What follows belongs to an exercise in optimizing a design on an open flow for small area and a short achievable clock period; a production flow would make more cautious choices.
No functional check of the RTL was part of any run shown here.

==> flow/design.v (outline; a module is shown in full before it is edited, if it fits) <==
// module ntt_block_radix2_pipelined: 2964 lines
module ntt_block_radix2_pipelined (
    input  logic         clk,
    input  logic         reset,
    input  logic         data_valid_in,
    input  logic         iNTT_mode,
    input  logic [127:0] Data_in,
    output logic [127:0] Data_out,
    output logic         data_valid_out,
    output logic         mode_out
);
  // ...
==> flow/flow/run.sh <==
#!/bin/bash
# Standard ORFS layout (standard synthesis unchanged); only the cell used to buffer the ports differs.
set -o pipefail
bash standard.sh "BUFFER_PORTS_ARGS=-buffer_cell sky130_fd_sc_hd__buf_2" finish > standard.log 2>&1
==> flow/standard.sh <==
#!/bin/bash
# synth_recipe.tcl (not shown) runs the flow's synth.tcl, then flattens the netlist and writes it again
# the make line also repeats each setting of config.mk as NAME=value (left out here)
make -C /OpenROAD-flow-scripts/flow DESIGN_CONFIG=/design/flow/config.mk WORK_HOME=/design/flow/orfs CLKGATE_MAP_FILE= SYNTH_SCRIPT=/design/flow/synth_recipe.tcl "${@:-finish}"
==> flow/config.mk <==
export PLATFORM = sky130hd
export DESIGN_NAME = ntt_block_radix2_pipelined
export DESIGN_NICKNAME = ntt_block_radix2_pipelined
export VERILOG_FILES = /design/flow/design.v
export SDC_FILE = /design/flow/constraint.sdc
export NUM_CORES = 4
export LEC_CHECK = 0
export CAP_MARGIN = 20
export CORE_MARGIN = 2
export CORE_UTILIZATION = 45
export SLEW_MARGIN = 20
==> flow/constraint.sdc <==
create_clock -name core_clock -period 65.0 [get_ports {clk}]
set_input_delay 13.0000 -clock core_clock [delete_from_list [all_inputs] [get_ports {clk}]]
set_output_delay 13.0000 -clock core_clock [all_outputs]
set_load 0.01 [all_outputs]
==> metrics.cfg, run 1 <==
[run_status]
outcome = timing/DRC/antenna clean

[yosys]
yosysTopAreaCell = fa_1
synth_area_leaders = fa_1 40%, dfxtp_1 34%, inv_1 8.9%
ys_warn_count = 1
async_flop_share_pct = 0.7449

[hold_path]
hold_depth = 0
hold_path_startpoint = r2766

[worst_setup_path]
cp_num_cells = 1
cp.required_ns = 52.00
rr_worst_depth = 35

[timing]
hold_slack_ns = 0.3496
worst_pin_slew_ns = 0.9509
setup_violations = 0
period_share_pct = 21.72
min_period_ns = 14.12

[final_layout]
sh_seq_area_pct = 30.56
regArea_um2 = 10770
clkbuf_count = 81
fillers = 6220
multi_input_area_um2 = 17070

[cts]
clk_latency_ns = 0.63
cts_resized = 0
cts.clk_slew.worst_paths_ns = 0.06
cts.htree.levels = 2

[global_routing]
overflow = 0
grt_pass1_wl_um = 111900
busiest_layer = met2

[floorplanning]
boundaryPins = 262
die_area_um2 = 72630

[detailed_routing]
vias = 16300
wl_met3_um = 3828

[placement]
dpl.hpwl_um = 61290
io_buffers = 261

[run]
max_cap_viol_count = 0

==> run 2: changes to the inputs <==
==> flow/run.sh (new file) <==
#!/bin/bash
# synth_recipe.tcl (not shown) runs the flow's synth.tcl, then flattens the netlist and writes it again
# the make line also repeats each setting of config.mk as NAME=value (left out here)
make -C /OpenROAD-flow-scripts/flow DESIGN_CONFIG=/design/flow/config.mk WORK_HOME=/design/flow/orfs CLKGATE_MAP_FILE= SYNTH_SCRIPT=/design/flow/synth_recipe.tcl finish
--- a/flow/config.mk
+++ b/flow/config.mk
@@ -8,4 +8,5 @@
 export CAP_MARGIN = 20
 export CORE_MARGIN = 2
 export CORE_UTILIZATION = 45
+export CTS_BUF_LIST = sky130_fd_sc_hd__clkbuf_4 sky130_fd_sc_hd__clkbuf_8
 export SLEW_MARGIN = 20
removed: flow/flow/run.sh
removed: flow/standard.sh
==> run 2 against run 1 <==
Still clean on timing, DRC and antenna. Routed wire length is 2.7% higher. Via count is 0.66% higher. Sequential share of layout area is 1.1 points lower. First-iteration DRC count is 9.2% lower. Global-route usage is 0.41 points higher. Cell count is 1.6% higher. Highest routed layer unchanged.
==> metrics.cfg, run 2 <==
[yosys]
syn-cell-area_um2 = 31720  ; unchanged
ys_warn_count = 1  ; unchanged
ys_seq_area_share_pct = 33.95  ; unchanged
yosysTopAreaCell = fa_1  ; unchanged
synth_commonest_cells = 749 x inv_1, 633 x fa_1, 533 x dfxtp_1  ; unchanged
synth_cell_types = 45  ; unchanged
synthFlopType = dfxtp_1  ; unchanged
synth_edf_count = 0  ; unchanged
ys_ff_latch = 537  ; unchanged
syn_area_per_cell_um2 = 12.44  ; unchanged
async_flop_share_pct = 0.7449  ; unchanged
synth.most_common_cell = inv_1  ; unchanged
synth_cells = 2550  ; unchanged
synth.net_count = 3519  ; unchanged
synth_top_area_share_pct = 39.95  ; unchanged
synth_area_leaders = fa_1 40%, dfxtp_1 34%, inv_1 8.9%  ; unchanged

[cts]
cts_buffers = 90  ; was 57
cts_resized = 0  ; unchanged
cts_post_setup_buffers_inserted = 0  ; unchanged
cts-root-buf = clkbuf_8  ; was clkbuf_16
tritoncts = done  ; unchanged
ctsLongestPathBuffers = 3  ; unchanged
clk_latency_ns = 0.71  ; was 0.63 ns
numClockSinks = 537  ; unchanged
cts.clk_slew.worst_paths_ns = 0.07  ; was 0.06 ns
cts.htree.levels = 3  ; was 2
hold_buffers = 0  ; unchanged

[final_layout]
largest_reg_flops = 4  ; unchanged
layout_common_cells = 749 x inv_1, 633 x fa_1, 532 x dfxtp_1, 261 x clkdlybuf4s50_1, 204 x ha_1  ; was 749 x inv_1, 633 x fa_1, 532 x dfxtp_1, 261 x buf_2, 204 x ha_1
post-route-util_pct = 52.32  ; was 50.42%
drive_gt1_share_pct = 7.022  ; was 14.18%
postLayoutCellArea_um2 = 36570  ; was 35250 um^2
nNetsFinal = 3734  ; was 3699
syn_to_final_growth_pct = 15.30  ; was 11.11%
finalNonFillerCells = 3776  ; was 3718
top_register = valid_pipe  ; unchanged
final_common_cell = inv_1  ; unchanged

[detailed_routing]
vias = 16410  ; was 16300
drtIter0Drc = 764  ; was 841
vias_per_cell = 4.345  ; was 4.384
post_drt_wl_per_cell_um = 19.50  ; was 19.29 um
remaining_drc_errors = 0  ; unchanged
drt_pass1_iterations = 4  ; was 5
postRouteAntennaNets = 0  ; unchanged
totalWireLength_um = 73630  ; was 71720 um

[global_routing]
overflow = 0  ; unchanged
grt_pass1_wl_um = 113000  ; was 111900 um
grt_max_degree = 37  ; unchanged
antenna_found_initial = 5  ; was 0
track_usage_pct = 21.14  ; was 20.72%
grt_pass1_vias = 19230  ; was 19130

[worst_setup_path]
crit_type = reg2out  ; unchanged
start_kind = flip-flop  ; unchanged
crit_slowest_cell = clkdlybuf4s50_1  ; was dfrtp_1
worstPathMaxFanout = 1  ; unchanged
cp_cell_sequence = clkdlybuf4s50_1  ; was buf_2
end_kind = output port  ; unchanged
cp_top_family = buffers and inverters  ; was flip-flops
cp.required_ns = 52.00  ; about the same
path_buf_inv = 1  ; unchanged
cpPeakStageDelay_ns = 0.54  ; was 0.36 ns
crit_arrival_ns = 1.57  ; was 1.12 ns

[floorplanning]
die_h_um = 269.5  ; unchanged
boundaryPins = 262  ; unchanged
start_util_pct = 45.38  ; unchanged
chipWidth_um = 269.5  ; unchanged
rows = 97  ; unchanged
die_area_um2 = 72630  ; unchanged
fp.coreArea_um2 = 69910  ; unchanged

[timing]
setup_violations = 0  ; unchanged
min_period_ns = 14.57  ; was 14.12 ns
setup_tns_ns = 0  ; unchanged
drv_slew = 0  ; unchanged
period_share_pct = 22.42  ; was 21.72%
finalHoldViolCount = 0  ; unchanged
max_slew_margin_pct = 34.94  ; was 36.61%
max_freq_mhz = 68.61  ; was 70.83 MHz
worst_pin_slew_ns = 0.9760  ; was 0.9509 ns
grt_setup_unrepaired = no  ; unchanged
finalClockSkew_ns = 0.05180  ; was 0.02971 ns

[run]
max_cap_viol_count = 0  ; unchanged

[placement]
dpl_cell_area_um2 = 34540  ; was 33220 um^2
io_buffers = 261  ; unchanged
routabilityCongestion = 0.9432  ; was 0.9343
dpl.hpwl_um = 62390  ; was 61290 um
numPlacedInstances = 3613  ; was 3611

[hold_path]
min_path_type = reg2reg  ; unchanged

[run_status]
outcome = timing/DRC/antenna clean  ; unchanged

==> run 2: cell type report <==
| type | count | area [um^2] |
|---|---|---|
| clock buffer | 131 | 1678 |
| fill | 6074 | 33330 |
| sequential | 537 | 10770 |
| tap | 940 | 1176 |
| multi-input combinational | 1112 | 17070 |
| clock inverter | 30 | 351.6 |
| timing repair buffer | 274 | 2710 |
| inverter | 750 | 2815 |
| antenna | 2 | 5.005 |
==> run 2: final timing paths <==
check                      cells past startpoint     startpoint  slack [ns]       endpoint
min in group asynchronous                      2          reset       12.49  valid_pipe[2]
hold / removal                                 0  valid_pipe[0]        0.35  valid_pipe[1]
setup / recovery                               1          r2725       50.43   Data_out[87]
setup reg to reg                              55           r513       51.33          r2476
max in group asynchronous                      2          reset       52.37  valid_pipe[3]
hold reg to reg                                0  valid_pipe[0]        0.35  valid_pipe[1]
==> run 2: cell families (layout without fill, tap and decap cells) <==
logic type	count (synthesis)	in the layout	synth area share (%)
buffers and inverters	901	1185	12.25
multiplexers	24	24	0.8244
other	0	2	0
AND/OR/NAND/NOR	89	89	1.452
flip-flops	537	537	33.95
AO/OA/AOI/OAI	114	114	2.201
adder cells (fa/ha/maj)	837	837	48.00
XOR/XNOR	48	48	1.325
==> run 2: routing by layer <==
layer  up-vias  GRT usage, %  part of all wire, %
li1       7597             -                    -
met1      8300         26.91                   42
met2       405         35.21                   48
met3       106         5.504                  6.9
met4         0         6.930                  3.0
met5         -             0                    0
==> run 2: through the flow <==
| stage | hold slack (ns) | worst slack, ns |
|---|---|---|
| 3_5_place_dp | 0.3363 | 51.15 |
| 3_3_place_gp | 0.3351 | 51.16 |
| 6_report | 0.3484 | 50.43 |
| 5_1_grt | 0.3672 | 50.36 |
| 4_1_cts | 0.3519 | 50.35 |
| 2_1_floorplan | 0.3096 | 51.60 |

-- static timing again, ports no longer ideal --
The flow's constraints put no driver on any port. The routed layouts listed below were extracted and timed again, unchanged, in two steps. Step 1 assumes that a clkbuf_16 drives the clock port and a buf_2 every other input. Step 2 moves the port delays by t, midway between the first and last clock arrival at a register: inputs arrive t later, outputs are due t later. That takes back most of the time a late clock gives input paths. Three values: no drivers, after step 1, after step 2; two values: the first two.
run | t, ns | setup slack, ns | pins driven straight from the clock port
run 1 | 0.682 | 50.882 / 50.818 / 51.266 | 1
run 2 | 0.748 | 50.425 / 50.365 / 51.114 | 1
After both steps every run listed still meets setup and hold.
